Context: an optimization exercise on an open-source flow, tuned for small area. The choices shown serve that exercise and are no tape-out recipe. For this run, only the layout was checked, not whether the RTL still works. Power figures rest on the tool's default switching activity, not on a simulated workload.

## flow/design.v

```verilog
`timescale 1 ps / 1 ps
module Servo  (
		input  wire        clk,
		input  wire        reset_n,
		input  wire [3:0]  MMS_addr,
		input  wire        MMS_write,
		input  wire [31:0] MMS_writedata,
		output reg  [0:2]  Udrive,
		output reg  [0:2]  Ldrive,
		output reg         irqout
	);
	wire [15:0] wd = MMS_writedata[15:0];
	reg [15:0] stg_h0, stg_h1, stg_h2;  
	reg [15:0] stg_l0, stg_l1, stg_l2;
	reg [15:0] act_h0, act_h1, act_h2;  
	reg [15:0] act_l0, act_l1, act_l2;
	reg [2:0]  sv_h, sv_l;    
	reg [2:0]  av_h, av_l;    
	reg [15:0] maxctrvaltoset;
	reg updateon0, updateonmax, trigon0, trigonmax;
	reg update, updateAck, CPUDone, En;
	reg [15:0] ctr;
	reg countup;
	reg chg;      
	reg atmax;    
	wire wr_h0 = MMS_write & (MMS_addr == 4'h1);
	wire wr_h1 = MMS_write & (MMS_addr == 4'h3);
	wire wr_h2 = MMS_write & (MMS_addr == 4'h5);
	wire wr_l0 = MMS_write & (MMS_addr == 4'h0);
	wire wr_l1 = MMS_write & (MMS_addr == 4'h2);
	wire wr_l2 = MMS_write & (MMS_addr == 4'h4);
	wire wr_max = MMS_write & (MMS_addr == 4'h8);
	always @(posedge clk) begin
		if (wr_h0) stg_h0 <= ~wd;
		if (wr_h1) stg_h1 <= ~wd;
		if (wr_h2) stg_h2 <= ~wd;
		if (wr_l0) stg_l0 <= wd;
		if (wr_l1) stg_l1 <= wd;
		if (wr_l2) stg_l2 <= wd;
	end
	always @(posedge clk or negedge reset_n) begin : proc_MMSinterface
		if(~reset_n) begin
			sv_h <= 3'b000;
			sv_l <= 3'b000;
			maxctrvaltoset <= 16'hFFFF;
			chg <= 1'b0;
			updateon0 <= 1'b0;
			updateonmax <= 1'b0;
			trigon0 <= 1'b0;
			trigonmax <= 1'b0;
			update <= 1'b0;
			En <= 1'b0;
			CPUDone <= 1'b0;
		end else begin
			if(updateAck) begin
				update <= 1'b0;
				CPUDone <= 1'b1;
			end else begin
				if(irqout) begin
					if(!CPUDone) begin
						En <= 1'b0;
					end
					CPUDone <= 1'b0;
				end
			end
			sv_h <= sv_h | {wr_h2, wr_h1, wr_h0};
			sv_l <= sv_l | {wr_l2, wr_l1, wr_l0};
			chg <= wr_max & (wd != maxctrvaltoset);
			if (wr_max) maxctrvaltoset <= wd;
			if(MMS_write) begin
				case (MMS_addr)
					4'h9: En <= MMS_writedata[0];
					4'hA: updateon0 <= MMS_writedata[0];
					4'hB: updateonmax <= MMS_writedata[0];
					4'hC: trigon0 <= MMS_writedata[0];
					4'hD: trigonmax <= MMS_writedata[0];
					4'hF: update <= MMS_writedata[0];
					default : ;
				endcase
			end
		end
	end
	function automatic gt16(input [15:0] a, input [15:0] nb);
		integer i;
		reg g;
		begin
			g = 1'b0;
			for (i = 0; i < 16; i = i + 1)
				g = (a[i] & nb[i]) | ((a[i] | nb[i]) & g);
			gt16 = g;
		end
	endfunction
	wire [15:0] nctr = ~ctr;
	wire at0 = (ctr == 16'h0000);
	wire at_end = countup ? atmax : at0;
	wire copy = at_end & update & ~updateAck & (countup ? updateonmax : updateon0);
	wire irq_n = at_end & (countup ? trigonmax : trigon0);
	reg [15:0] ctr_step;
	reg tgl;
	integer b;
	always @(*) begin
		tgl = 1'b1;
		for (b = 0; b < 16; b = b + 1) begin
			ctr_step[b] = ctr[b] ^ tgl;
			tgl = tgl & ~(ctr[b] ^ countup);
		end
	end
	wire [15:0] ctr_n = chg ? 16'h0000 : (at_end ? ctr : ctr_step);
	wire countup_n = chg | (at_end ? ~countup : countup);
	always @(posedge clk or negedge reset_n) begin : proc_modulator
		if(~reset_n) begin
			ctr <= 16'h0000;
			countup <= 1'b1;
			atmax <= 1'b0;
			av_h <= 3'b000;
			av_l <= 3'b000;
			updateAck <= 1'b0;
			irqout <= 1'b0;
		end else begin
			ctr <= ctr_n;
			countup <= countup_n;
			atmax <= (ctr_n == maxctrvaltoset);
			irqout <= irq_n;
			if (copy) updateAck <= 1'b1;
			else if (!update) updateAck <= 1'b0;
			if (copy) begin
				av_h <= sv_h;
				av_l <= sv_l;
			end
		end
	end
	always @(posedge clk) begin
		if (copy) begin
			act_h0 <= stg_h0;
			act_h1 <= stg_h1;
			act_h2 <= stg_h2;
			act_l0 <= stg_l0;
			act_l1 <= stg_l1;
			act_l2 <= stg_l2;
		end
	end
	always @(posedge clk or negedge reset_n) begin : proc_compare
		if(~reset_n) begin
			Udrive <= 3'b000;
			Ldrive <= 3'b000;
		end else begin
			Udrive[0] <= gt16(ctr, act_h0) & av_h[0] & En;
			Ldrive[0] <= gt16(act_l0, nctr) & av_l[0] & En;
			Udrive[1] <= gt16(ctr, act_h1) & av_h[1] & En;
			Ldrive[1] <= gt16(act_l1, nctr) & av_l[1] & En;
			Udrive[2] <= gt16(ctr, act_h2) & av_h[2] & En;
			Ldrive[2] <= gt16(act_l2, nctr) & av_l[2] & En;
		end
	end
endmodule
`timescale 1 ps / 1 ps
module QEI #(
		parameter AUTO_CLOCK_SINK_CLOCK_RATE = "-1"
	) (
		input  wire        clk,           
		input  wire        reset_n,       
		input  wire        MMS_read,      
		output reg [31:0] MMS_readdata,  
		input  wire        MMS_write,
		input  wire [31:0] MMS_writedata,
		input  wire [1:0]  MMS_addr,
		input  wire [0:2]  encABZ          
	);
	reg [31:0] count;
	reg clearOnZ;
	reg revDir;
	reg quadA;
	reg quadB;
	reg encZ;
	reg encAreg;
	reg encBreg;
	reg encZreg;
	always @(posedge clk) encAreg <= encABZ[0];
	always @(posedge clk) encBreg <= encABZ[1];
	always @(posedge clk) encZreg <= encABZ[2];
	always @(posedge clk) quadA <= encAreg;
	always @(posedge clk) quadB <= encBreg;
	always @(posedge clk) encZ <= encZreg;
	reg quadA_delayed, quadB_delayed;
	always @(posedge clk) quadA_delayed <= quadA;
	always @(posedge clk) quadB_delayed <= quadB;
	wire count_enable = quadA ^ quadA_delayed ^ quadB ^ quadB_delayed;
	wire count_direction = quadA ^ quadB_delayed;
	wire up = count_direction ^ revDir;
	reg [31:0] count_step;
	reg tgl;
	integer b;
	always @(*) begin
		tgl = count_enable;
		for (b = 0; b < 32; b = b + 1) begin
			count_step[b] = count[b] ^ tgl;
			tgl = tgl & ~(count[b] ^ up);
		end
	end
	always @(posedge clk or negedge reset_n) begin : proc_count
		if(~reset_n) begin
			count <= 32'h00000000;
			clearOnZ <= 1'b0;
			revDir <= 1'b0;
		end else begin
			count <= count_step;
			if(clearOnZ & encZ) begin
				count <= 32'h00000000;
				clearOnZ <= 1'b0;
			end
			if(MMS_write) begin
				case (MMS_addr)
					2'h0:
						count <= MMS_writedata;
					2'h1:
						clearOnZ <= MMS_writedata[0];
					2'h2:
						revDir <= MMS_writedata[0];
					default :  ;
				endcase
			end
		end
	end
	always @(*) begin : proc_MMSread
		MMS_readdata <= 32'h00000000;
		case (MMS_addr)
			2'h0:
				MMS_readdata <= count;
			2'h1:
				MMS_readdata[0] <= clearOnZ;
			2'h2:
				MMS_readdata[0] <= revDir;
			default :  ;
		endcase
	end
endmodule
`timescale 1 ps / 1 ps
module Triggered_ADC_Sequencer 
	(
		input  wire        clk,                  
		input  wire        reset_n,              
		input  wire        chout_ready,          
		output wire        chout_valid,          
		output wire [4:0]  chout_data,           
		output wire        chout_startofpacket,  
		output wire        chout_endofpacket,    
		output reg         irq_out,              
		input  wire        MMS_read,             
		input  wire        MMS_write,            
		input  wire [4:0]  MMS_address,          
		output reg [31:0] MMS_readdata,         
		input  wire [31:0] MMS_writedata,        
		input  wire        resp_valid,           
		input  wire [11:0] resp_data,            
		input  wire [4:0]  resp_channel,         
		input  wire        resp_startofpacket,   
		input  wire        resp_endofpacket,     
		input  wire        trig_in               
	);
	localparam REG_EN = 5'h0;
	localparam REG_IRQFLAG = 5'h1;
	localparam REG_MAXSEQ = 5'h2;
	reg [11:0] samp_store [0:7];
	reg En;
	reg [2:0] max_seq;
	reg [4:0] ch_map [0:7];
	always @(posedge clk or negedge reset_n) begin : proc_MMSwrite
		if(~reset_n) begin
			max_seq <= 3'd0;
			irq_out <= 1'b0;
			En <= 1'b0;
		end else begin
			if(MMS_write) begin
				if(MMS_address < 5'h10) begin
					case (MMS_address)
						REG_EN:
							En <= MMS_writedata[0];
						REG_IRQFLAG:
							irq_out <= MMS_writedata[0];
						REG_MAXSEQ:
							max_seq <= MMS_writedata[2:0];
					endcase
				end else if(MMS_address >= 5'h10 && MMS_address < 5'h18) begin
					ch_map[MMS_address & 5'h0F] <= MMS_writedata[4:0];
				end
			end
			if(resp_endofpacket & resp_valid) begin
				irq_out <= 1'b1;
			end
		end
	end
	always @(*) begin : proc_MMSread
		MMS_readdata <= 32'b00000000000000000000000000000000;
		if(MMS_address < 5'h10) begin
			case (MMS_address)
				REG_EN:
					MMS_readdata[0]  <= En;
				REG_IRQFLAG:
					MMS_readdata[0]  <= irq_out;
				REG_MAXSEQ:
					MMS_readdata[2:0]  <= max_seq;
			endcase
		end else if(MMS_address >= 5'h10 && MMS_address < 5'h18) begin
			MMS_readdata[4:0] <= ch_map[MMS_address & 5'h0F];
		end else if(MMS_address >= 5'h18) begin
			MMS_readdata[11:0] <= samp_store[MMS_address[2:0]];
		end
	end
	reg [2:0] sequence_ctr;
	reg seq_running;
	always @(posedge clk or negedge reset_n) begin : proc_sequence
		if(~reset_n) begin
			sequence_ctr <= 3'b000;
			seq_running <= 1'b0;
		end else begin
			if(~En | chout_endofpacket & chout_valid & chout_ready) begin
				seq_running <= 1'b0;
			end
			if(trig_in & En) begin
				seq_running <= 1'b1;
			end
			if(chout_valid & chout_ready) begin
				sequence_ctr <= sequence_ctr + 3'd1;
				if(sequence_ctr == max_seq) begin
					sequence_ctr <= 3'd0;
				end
			end
			if(~En) begin
				sequence_ctr <= 3'b000;
			end
		end
	end
	assign chout_data = ch_map[sequence_ctr];
	assign chout_valid = seq_running;
	assign chout_startofpacket = sequence_ctr == 3'b000;
	assign chout_endofpacket = sequence_ctr == max_seq;
	reg [2:0] resp_ctr;
	always @(posedge clk or negedge reset_n) begin : proc_resp
		if(~reset_n) begin
			resp_ctr <= 3'b000;
		end else begin
			if(resp_startofpacket) begin
				samp_store[3'd0] <= resp_data;
				resp_ctr <= 3'd1;
			end else if(resp_valid) begin
				samp_store[resp_ctr] <= resp_data;
				resp_ctr <= resp_ctr + 3'd1;
			end
		end
	end
endmodule
`timescale 1 ps / 1 ps
module odrive_periph (
		input  wire        clk,
		input  wire        reset_n,
		input  wire [7:0]  addr,
		input  wire        wr,
		input  wire        rd,
		input  wire [31:0] wdata,
		output reg  [31:0] rdata,
		output wire [11:0] pwm_u,
		output wire [11:0] pwm_l,
		output wire [3:0]  pwm_irq,
		input  wire [1:0]  enc_a,
		input  wire [1:0]  enc_b,
		input  wire [1:0]  enc_z,
		input  wire [1:0]  adc_cmd_ready,
		output wire [1:0]  adc_cmd_valid,
		output wire [9:0]  adc_cmd_ch,
		output wire [1:0]  adc_cmd_sop,
		output wire [1:0]  adc_cmd_eop,
		input  wire [1:0]  adc_resp_valid,
		input  wire [23:0] adc_resp_data,
		input  wire [1:0]  adc_resp_sop,
		input  wire [1:0]  adc_resp_eop,
		output wire [1:0]  adc_irq
	);
	wire sel_adc1 = addr[7:5] == 3'b000;
	wire sel_adc0 = addr[7:5] == 3'b001;
	wire [3:0] sel_pwm;
	assign sel_pwm[0] = addr[7:4] == 4'h7;
	assign sel_pwm[1] = addr[7:4] == 4'h6;
	assign sel_pwm[2] = addr[7:4] == 4'h5;
	assign sel_pwm[3] = addr[7:4] == 4'h4;
	wire sel_qei1 = addr[7:2] == 6'b100010;
	wire sel_qei0 = addr[7:2] == 6'b100011;
	genvar k;
	generate
		for (k = 0; k < 4; k = k + 1) begin : g_pwm
			wire [0:2] u;
			wire [0:2] l;
			Servo u_pwm (
				.clk           (clk),
				.reset_n       (reset_n),
				.MMS_addr      (addr[3:0]),
				.MMS_write     (wr & sel_pwm[k]),
				.MMS_writedata (wdata),
				.Udrive        (u),
				.Ldrive        (l),
				.irqout        (pwm_irq[k])
			);
			assign pwm_u[3*k+0] = u[0];
			assign pwm_u[3*k+1] = u[1];
			assign pwm_u[3*k+2] = u[2];
			assign pwm_l[3*k+0] = l[0];
			assign pwm_l[3*k+1] = l[1];
			assign pwm_l[3*k+2] = l[2];
		end
	endgenerate
	wire [31:0] qei_rd [0:1];
	wire [1:0] sel_qei = {sel_qei1, sel_qei0};
	generate
		for (k = 0; k < 2; k = k + 1) begin : g_qei
			QEI u_qei (
				.clk           (clk),
				.reset_n       (reset_n),
				.MMS_read      (rd & sel_qei[k]),
				.MMS_readdata  (qei_rd[k]),
				.MMS_write     (wr & sel_qei[k]),
				.MMS_writedata (wdata),
				.MMS_addr      (addr[1:0]),
				.encABZ        ({enc_a[k], enc_b[k], enc_z[k]})
			);
		end
	endgenerate
	wire [31:0] adc_rd [0:1];
	wire [1:0] sel_adc = {sel_adc1, sel_adc0};
	wire [1:0] adc_trig = {pwm_irq[2], pwm_irq[0]};
	generate
		for (k = 0; k < 2; k = k + 1) begin : g_adc
			Triggered_ADC_Sequencer u_adc (
				.clk                 (clk),
				.reset_n             (reset_n),
				.chout_ready         (adc_cmd_ready[k]),
				.chout_valid         (adc_cmd_valid[k]),
				.chout_data          (adc_cmd_ch[5*k +: 5]),
				.chout_startofpacket (adc_cmd_sop[k]),
				.chout_endofpacket   (adc_cmd_eop[k]),
				.irq_out             (adc_irq[k]),
				.MMS_read            (rd & sel_adc[k]),
				.MMS_write           (wr & sel_adc[k]),
				.MMS_address         (addr[4:0]),
				.MMS_readdata        (adc_rd[k]),
				.MMS_writedata       (wdata),
				.resp_valid          (adc_resp_valid[k]),
				.resp_data           (adc_resp_data[12*k +: 12]),
				.resp_channel        (5'd0),
				.resp_startofpacket  (adc_resp_sop[k]),
				.resp_endofpacket    (adc_resp_eop[k]),
				.trig_in             (adc_trig[k])
			);
		end
	endgenerate
	always @(*) begin
		rdata = 32'h00000000;
		if (sel_adc0) rdata = adc_rd[0];
		if (sel_adc1) rdata = adc_rd[1];
		if (sel_qei0) rdata = qei_rd[0];
		if (sel_qei1) rdata = qei_rd[1];
	end
endmodule
```

## flow/flow/abc.script

```
&get -n
&st
&dch -f
&nf -a -R 1000
&put
strash
dch -f
map -a
topo
```

## flow/config.mk

```make
export PLATFORM = sky130hd
export DESIGN_NAME = odrive_periph
export DESIGN_NICKNAME = odrive_periph
export VERILOG_FILES = /design/flow/design.v
export SDC_FILE = /design/flow/constraint.sdc
export NUM_CORES = 4
export LEC_CHECK = 0
export CAP_MARGIN = 20
export CORE_MARGIN = 2
export CORE_UTILIZATION = 55
export PLACE_DENSITY = 0.65
export SLEW_MARGIN = 20
```

## flow/standard.sh

```bash
#!/bin/bash
# synth_recipe.tcl (not shown) runs the flow's synth.tcl, then flattens the netlist and writes it again
# the make line also repeats each setting of config.mk as NAME=value (left out here)
make -C /OpenROAD-flow-scripts/flow DESIGN_CONFIG=/design/flow/config.mk WORK_HOME=/design/flow/orfs CLKGATE_MAP_FILE= SYNTH_SCRIPT=/design/flow/synth_recipe.tcl "${@:-finish}"
```

## flow/constraint.sdc

```tcl
create_clock -name core_clock -period 10.0 [get_ports {clk}]
set_input_delay 2.0000 -clock core_clock [delete_from_list [all_inputs] [get_ports {clk}]]
set_output_delay 2.0000 -clock core_clock [all_outputs]
set_load 0.01 [all_outputs]
```

## flow/flow/run.sh

```bash
#!/bin/bash
# The standard layout (standard.sh) with these changes:
#  - ABC maps the logic with an area-oriented script (flow/abc.script),
#    through a copy of the ORFS scripts folder that differs only in that
#    script; the synthesis is otherwise unchanged (same registers);
#  - the clock tree uses small clock buffers and no dummy loads;
#  - port buffers use the smallest buffer cell.
set -euo pipefail
rm -rf scripts_mod
cp -r "$FLOW_HOME/scripts" scripts_mod
cp flow/abc.script scripts_mod/abc_speed.script
cp flow/abc.script scripts_mod/abc_area.script
export SCRIPTS_DIR="$PWD/scripts_mod"
export CTS_ARGS="-sink_clustering_enable -repair_clock_nets -dont_use_dummy_load -buf_list {sky130_fd_sc_hd__clkbuf_4 sky130_fd_sc_hd__clkbuf_8}"
export BUFFER_PORTS_ARGS="-buffer_cell sky130_fd_sc_hd__buf_1"
bash standard.sh > standard.log 2>&1
```

==> notes.md <==
Fin Setup TNS=0 ps; post-synthesis sequential area ratio=72.0%; WL/cell=23.5 um; Design Power=12.0 mW; Syn. warnings=6; hold_buf cts=0; Pwr Density=194 nW/um^2; WS Path Type=in2out; CP max stage delay=680 ps; Tmin final=7820 ps; clk latency of the worst-skew pair=860 ps; R2R depth=32; post-synthesis instance area=55,800 sq um; end of the critical path=rdata[3]; total core area=100,000 sq um; syn avg cell area=12.8 sq um; Slew @ Worst Pin=1160 ps; Place WS=2300 ps; Final Setup Violations=0; via count=37,000; clock slew at reported path FFs=50 ps; initial core utilization=55.6%; Peak VDD IR=0.114 mV; placed instance count=5,949; Post-Synthesis Cells=4,349; TritonCTS clock tree=built; fin nets=4,919; DRC errors left=0; io pins=160; Root Driver=clkbuf_8; Fillers=7,864; H-tree Lvls=4; initial DRC count=3,856; Final HPWL DP=94.4 mm; CTS resizes=0; Max-slew headroom=20.8%; Die Span Y=322 um; crit share post-route=78.2%; Die W=322 um; Core Rows=116; die area=104,000 sq um; Worst EP required=8000 ps; CTS Buf Count=218; synth-to-layout area growth=11.0%; Crit-path slowest cell=clkinv_1; CP Max Fanout=31; Vias/cell=5.99; global-route wire length before repair=217 mm; Layout Cells excl Fill=6,173; Routed WL=145 mm; GPL Wtd Cong=0.917; Hold Crit Class=reg2reg; port buffer count=158; status=timing/DRC/antenna clean; Yosys cell types=45; Final ANT Viol Nets=0; largest net degree at the start of global routing=147; Final Hold Viols=0; CP arrival=5820 ps; crit path capture type=primary output; R2R Setup Slk=3670 ps; final worst slack=2180 ps; Max Cap Viol=0; reg2reg start=g_qei[0].u_qei.revDir; post-CTS repair timing setup buffer count=0; cell mode on critical path=clkinv_1; fin. max-slew vios=0; Pre-antenna DRT Iters=6; crit path cell chain=buf_1 > clkinv_1 > nor2_1 > clkinv_1 > nor2_2 > buf_4 > clkinv_1 > o21ai_0 > a2111oi_0 > o21ai_0 > a22oi_1 > o211ai_1 > buf_1; clock skew=60.2 ps; register bit total from synthesis=1,396; beginning of the critical path=addr[0]; share of cells above drive strength 1=9.50%; fin util=61.7%; fmax=128 MHz; Worst setup SP type=input port; P_leak=21.1 nW; initial antenna violation count=14; RSZ-0062 raised after global routing=false; grt ovf=0; maximum clock insertion buffer count=3; vias in the first global route=35,400; Sink Count=1,396; Critical R2R Capture=g_qei[0].u_qei.count[30]; gr usage total=28.2%; Synth Net Count=4,455
-- critical path: cells and delay by family --
kind	cells	cell delay, ps
simple gates	2	530
compound gates	5	1370
buf+inv	6	1890
-- placed cells by master (no fill, tap or decap), drive strengths merged, types with 24 or more instances in the layout --
master  count
a21oi     233
a221oi     60
a22oi     208
buf       245
clkbuf    229
clkinv    434
dfrtp     272
dfstp      68
edfxtp   1040
ha         24
nand2     470
nand3      64
nand4      34
nor2      440
nor3       76
nor4       25
o211ai     35
o21ai     375
o221ai     72
o22ai     114
xnor2      33
xor2      111
-- synthesized netlist by cell type --
library cell | number | area, sq um
dfstp_2 | 68 | 1790
nor4_1 | 25 | 156
nand2_1 | 470 | 1760
a41o_2 | 2 | 22.5
a31oi_1 | 16 | 100
a2111o_1 | 1 | 11.3
a211o_2 | 1 | 10.0
ha_1 | 24 | 300
a2bb2oi_1 | 2 | 17.5
dfxtp_1 | 16 | 320
nand3_1 | 64 | 320
nand3b_1 | 2 | 15.0
nor3b_1 | 1 | 7.51
buf_4 | 12 | 90.1
o21ai_0 | 375 | 1880
nor3_1 | 76 | 380
xnor2_1 | 33 | 289
a22oi_1 | 208 | 1560
a31o_2 | 1 | 8.76
edfxtp_1 | 1040 | 31200
xor2_1 | 111 | 972
o211ai_1 | 35 | 263
nor2_1 | 440 | 1650
a221o_2 | 14 | 158
a2111oi_0 | 4 | 35.0
o22a_2 | 1 | 10.0
a221oi_1 | 60 | 526
o221a_2 | 2 | 22.5
a211oi_1 | 20 | 150
clkinv_1 | 434 | 1630
a32o_1 | 1 | 10.0
a21oi_1 | 233 | 1170
a311oi_1 | 2 | 17.5
nand4_1 | 34 | 213
o21bai_1 | 6 | 45.0
a32oi_1 | 9 | 78.8
o311ai_0 | 2 | 17.5
dfrtp_1 | 272 | 6810
o22ai_1 | 114 | 713
a22o_2 | 5 | 50.1
a41oi_1 | 17 | 149
o221ai_1 | 72 | 631
or2_2 | 12 | 75.1
o2111ai_1 | 6 | 52.6
o31ai_1 | 6 | 45.0
-- sequential cells by signal, summed over array words and instances (netlist names), 64 cells and up --
signal	cells
g_pwm.u_pwm.act_l2	64
g_pwm.u_pwm.stg_l1	64
g_pwm.u_pwm.act_h2	64
g_pwm.u_pwm.stg_h2	64
g_pwm.u_pwm.stg_h0	64
g_pwm.u_pwm.stg_h1	64
g_adc.u_adc.samp_store	192
g_adc.u_adc.ch_map	80
g_pwm.u_pwm.act_h0	64
g_pwm.u_pwm.stg_l2	64
g_pwm.u_pwm.ctr	64
g_pwm.u_pwm.act_h1	64
g_qei.u_qei.count	64
g_pwm.u_pwm.maxctrvaltoset	64
g_pwm.u_pwm.stg_l0	64
g_pwm.u_pwm.act_l0	64
g_pwm.u_pwm.act_l1	64
-- worst min-delay path by stage --
stage	endpoint	cells past startpoint	from
after floorplan	g_qei[0].u_qei.encZ	0	g_qei[0].u_qei.encZreg
after global placement	g_qei[0].u_qei.quadB	0	g_qei[0].u_qei.encBreg
after detailed placement	g_qei[0].u_qei.encZ	0	g_qei[0].u_qei.encZreg
after CTS	g_qei[0].u_qei.encZ	0	g_qei[0].u_qei.encZreg
after global routing	g_qei[1].u_qei.quadB	0	g_qei[1].u_qei.encBreg
final	g_qei[1].u_qei.quadB	0	g_qei[1].u_qei.encBreg
-- cell type report --
type / count / area, sq um / area share (%)
antenna: 5 / 12.5 / 0.0202
timing repair buffer: 256 / 1400 / 2.26
inverter: 434 / 1630 / 2.64
tap: 1357 / 1700 / 2.74
sequential: 1396 / 40100 / 64.9
multi-input combinational: 2507 / 14000 / 22.6
clock buffer: 218 / 3000 / 4.85
-- cells by family after synthesis --
logic type                 count (synthesis)  share of synthesized area [%]
xor gates and xnor gates                 144                           2.26
DFF                                     1396                           72.0
buffers and inverters                    446                           3.08
and+or+nand+nor                         1124                           8.22
AOI/OAI and AO/OA                       1215                           13.9
adders and majority gates                 24                          0.539
-- routing by layer --
metal  part of all wire (%)  wire length (um)  GRT usage (%)  vias to the layer above
li1                       -                 -              -                    17100
met1                     42             61000           39.1                    18200
met2                     47             68100           44.7                     1427
met3                    7.9             11400           5.51                      271
met4                    3.1              4530           10.4                        6
met5                  0.024                35              0                        -
-- report_power, final --
part	total, mW	internal [mW]	leakage [nW]	switching [mW]
combinational	1.49	0.524	5.90	0.964
clock	3.81	1.90	1.57	1.91
sequential	6.73	6.41	13.7	0.318
total	12.0	8.84	21.1	3.19
-- metrics by stage --
step | hold WS (ps) | cell area [sq um]
floorplan | 310 | 55800
global placement | 312 | 58800
detailed placement | 312 | 58800
CTS | 326 | 61800
global route | 329 | 61900
finish | 324 | 61900

## what the ideal ports hide
How much do the figures lean on ideal ports? The routed layout below was timed once more, with nothing changed but the port constraints. Step 1 sets driving cells, clkbuf_16 on the clock port and buf_2 on the other inputs (assumed; they add their load-dependent delay and slew). Step 2 adds t to the input delays and takes it off the output delays; t is the mean of the earliest and latest rising clock arrival at the registers after step 1. Input paths then give back, and output paths get back, about the clock's delay inside the block. Slacks: ideal ports / drivers / drivers and shift; pairs: ideal ports / drivers.
t, ns: 0.916
slack for setup (ns): 2.180 / 2.157 / 2.157
worst setup path after step 2: input to output
worst data-port slew with drivers (ns): 0.16
cell pins on the clock port's net: 1
After both steps this run still meets setup and hold. For this run, drivers alone change the setup slack by -0.023 ns; drivers and shift together by -0.023 ns.
